Background: an optimization exercise with open tools, aiming at small area, a short achievable clock period and few clock cycles per item. Do not read the settings as production practice.
The RTL was checked by simulation tests, not by an equivalence proof against the original design.
Power is estimated from default activity; no workload was simulated.

== lane 1 ==
## huffman
module huffman(clk, reset, gray_valid, gray_data, CNT_valid, CNT1, CNT2, CNT3, CNT4, CNT5, CNT6,
               code_valid, HC1, HC2, HC3, HC4, HC5, HC6, M1, M2, M3, M4, M5, M6);
Size: about 1,300 cells after synthesis, about 120 flip-flops, about 0.0085 mm² of cells after synthesis.
clock: 4.0 ns
lec_check: 0
abc_area: 1
cap_margin: 20
core_margin: 2
core_utilization: 40
gpl_timing_driven: 0
setup_slack_margin: 1.5
slew_margin: 20
standard.sh (not shown) runs the stock make flow with config.mk's settings and CLKGATE_MAP_FILE= SYNTH_SCRIPT=/design/flow/synth_recipe.tcl, a recipe that flattens the netlist after the stock synthesis.
==> flow/flow/run.sh <==
#!/bin/bash
# The standard layout (the standard.sh, which runs ORFS with the standard
# synthesis), except that the port buffers are the platform's smallest
# buffer instead of the delay cell buffer_ports picks by default. Every port
# still gets its own buffer. make's full output goes to standard.log here;
# ORFS keeps each step's log under orfs/logs.
set -euo pipefail
bash standard.sh "BUFFER_PORTS_ARGS=-buffer_cell sky130_fd_sc_hd__buf_1" finish > standard.log 2>&1
Testbench counts of lane 1, summed over its fixed seeds: cycles 22,080, images 192.
For lane 2, these inputs were changed with respect to lane 1:
- SLEW_MARGIN now 5, was 20
- CAP_MARGIN now 5, was 20
- GPL_TIMING_DRIVEN no longer set, was 0
Results
Lane 2 has completed all stages; timing, DRC and antenna checks passed.
Lane 1 vs lane 2, worst setup path startpoint: m[0][1] vs tc[0]
Lane 2 ended with less global-route usage than lane 1.
Lane 2 ended up with dfrtp_2 as its cell with the biggest individual delay on the critical path; lane 1 ended up with dfstp_2.
Maximum clock skew at final layout across lane 1 and lane 2: no real change.
In the tables for lane 1 and lane 2, worst slack on hold paths reads higher with lane 2.
### lane 2 -> lane 3
- SETUP_SLACK_MARGIN: 1.5 -> 1.75
- SLEW_MARGIN: 5 -> 20
- CAP_MARGIN: 5 -> 20
==> flow/run.sh (new file) <==
#!/bin/bash
# synth_recipe.tcl (not shown) runs the flow's synth.tcl, then flattens the netlist and writes it again
# the make line also repeats each setting of config.mk as NAME=value (left out here)
make -C /OpenROAD-flow-scripts/flow DESIGN_CONFIG=/design/flow/config.mk WORK_HOME=/design/flow/orfs CLKGATE_MAP_FILE= SYNTH_SCRIPT=/design/flow/synth_recipe.tcl finish
removed: flow/flow/run.sh
removed: flow/standard.sh
## What came out
Compared with lane 2, lane 3 shows a higher met1 track utilization from global routing.
Total power for lane 3: 17% up relative to lane 2
Summary of lane 3 over lane 2: routed wire length went up by 12%, hold violation total from the final report flat.
Master of the slowest instance on the critical path: dfrtp_1 -> lane 3, dfrtp_2 -> lane 2
Diff lane 2..lane 3 | number of failing setup endpoints in the final timing report | unchanged
[inputs] lane 4 vs lane 3
==> flow/flow/run.sh (new file) <==
#!/bin/bash
# The standard layout (the standard.sh, which runs ORFS with the standard
# synthesis), except that the port buffers are the platform's smallest
# buffer instead of the delay cell buffer_ports picks by default. Every port
# still gets its own buffer. make's full output goes to standard.log here;
# ORFS keeps each step's log under orfs/logs.
set -euo pipefail
bash standard.sh "BUFFER_PORTS_ARGS=-buffer_cell sky130_fd_sc_hd__buf_1" finish > standard.log 2>&1
==> flow/standard.sh (new file) <==
#!/bin/bash
# synth_recipe.tcl (not shown) runs the flow's synth.tcl, then flattens the netlist and writes it again
# the make line also repeats each setting of config.mk as NAME=value (left out here)
make -C /OpenROAD-flow-scripts/flow DESIGN_CONFIG=/design/flow/config.mk WORK_HOME=/design/flow/orfs CLKGATE_MAP_FILE= SYNTH_SCRIPT=/design/flow/synth_recipe.tcl "${@:-finish}"
removed: flow/run.sh
[summary]
Compared with lane 3, lane 4 ends up with less cell area.
Side by side, clock power turned out lower in lane 4 than in lane 3.
The first-pass GRT wire length of lane 4 is lower than that of lane 3.
Re hold slack: lane 4 and lane 3 aren't equal, and the higher value belongs to lane 3.
Compared lane 4 vs lane 3, and worst setup margin is up in lane 4.
Diff lane 3 -> lane 4 | actual transition at the worst max-transition pin | increase of 0.33 ns
Looking at routability congestion estimate, lane 4 sits below lane 3.
met1 usage in global routing was lower in the run labelled lane 4.
Lane 4 vs lane 3, post-layout minimum cycle time went down by 0.045 ns.
Relative to lane 3, met3 wire length has increased by about 0.7% in lane 4.

-- static timing again, ports no longer ideal --
How much do the figures lean on ideal ports? The routed layouts below were timed once more, with nothing changed but the port constraints.
Step 1 (the two cells are an assumption about what drives the block):
set clk [get_ports {clk}]
set_driving_cell -lib_cell sky130_fd_sc_hd__clkbuf_16 $clk
set_driving_cell -lib_cell sky130_fd_sc_hd__buf_2 [delete_from_list [all_inputs] $clk]
Step 2 adds t to the input delays and takes it off the output delays; t is the mean of the earliest and latest rising clock arrival at the registers after step 1. Input paths then give back, and output paths get back, about the clock's delay inside the block.
a / b / c = ideal ports / drivers / drivers and shift; a / b = the first two.
run | shift t [ns] | setup slack, ns | slew at the worst register clock pin (ns) | worst slew at a driven data input, ns
lane 1 | 0.474 | 1.585 / 1.537 / 1.543 | 0.06 / 0.06 | 0.04
lane 2 | 0.474 | 1.590 / 1.580 / 1.590 | 0.06 / 0.06 | 0.03
lane 3 | 0.469 | 1.698 / 1.650 / 1.541 | 0.06 / 0.06 | 0.04
lane 4 | 0.477 | 1.743 / 1.697 / 1.709 | 0.06 / 0.06 | 0.04
After both steps setup and hold are still met in every run listed. For lane 3, which loses most, drivers alone change the setup slack by -0.048 ns; drivers and shift together by -0.157 ns.
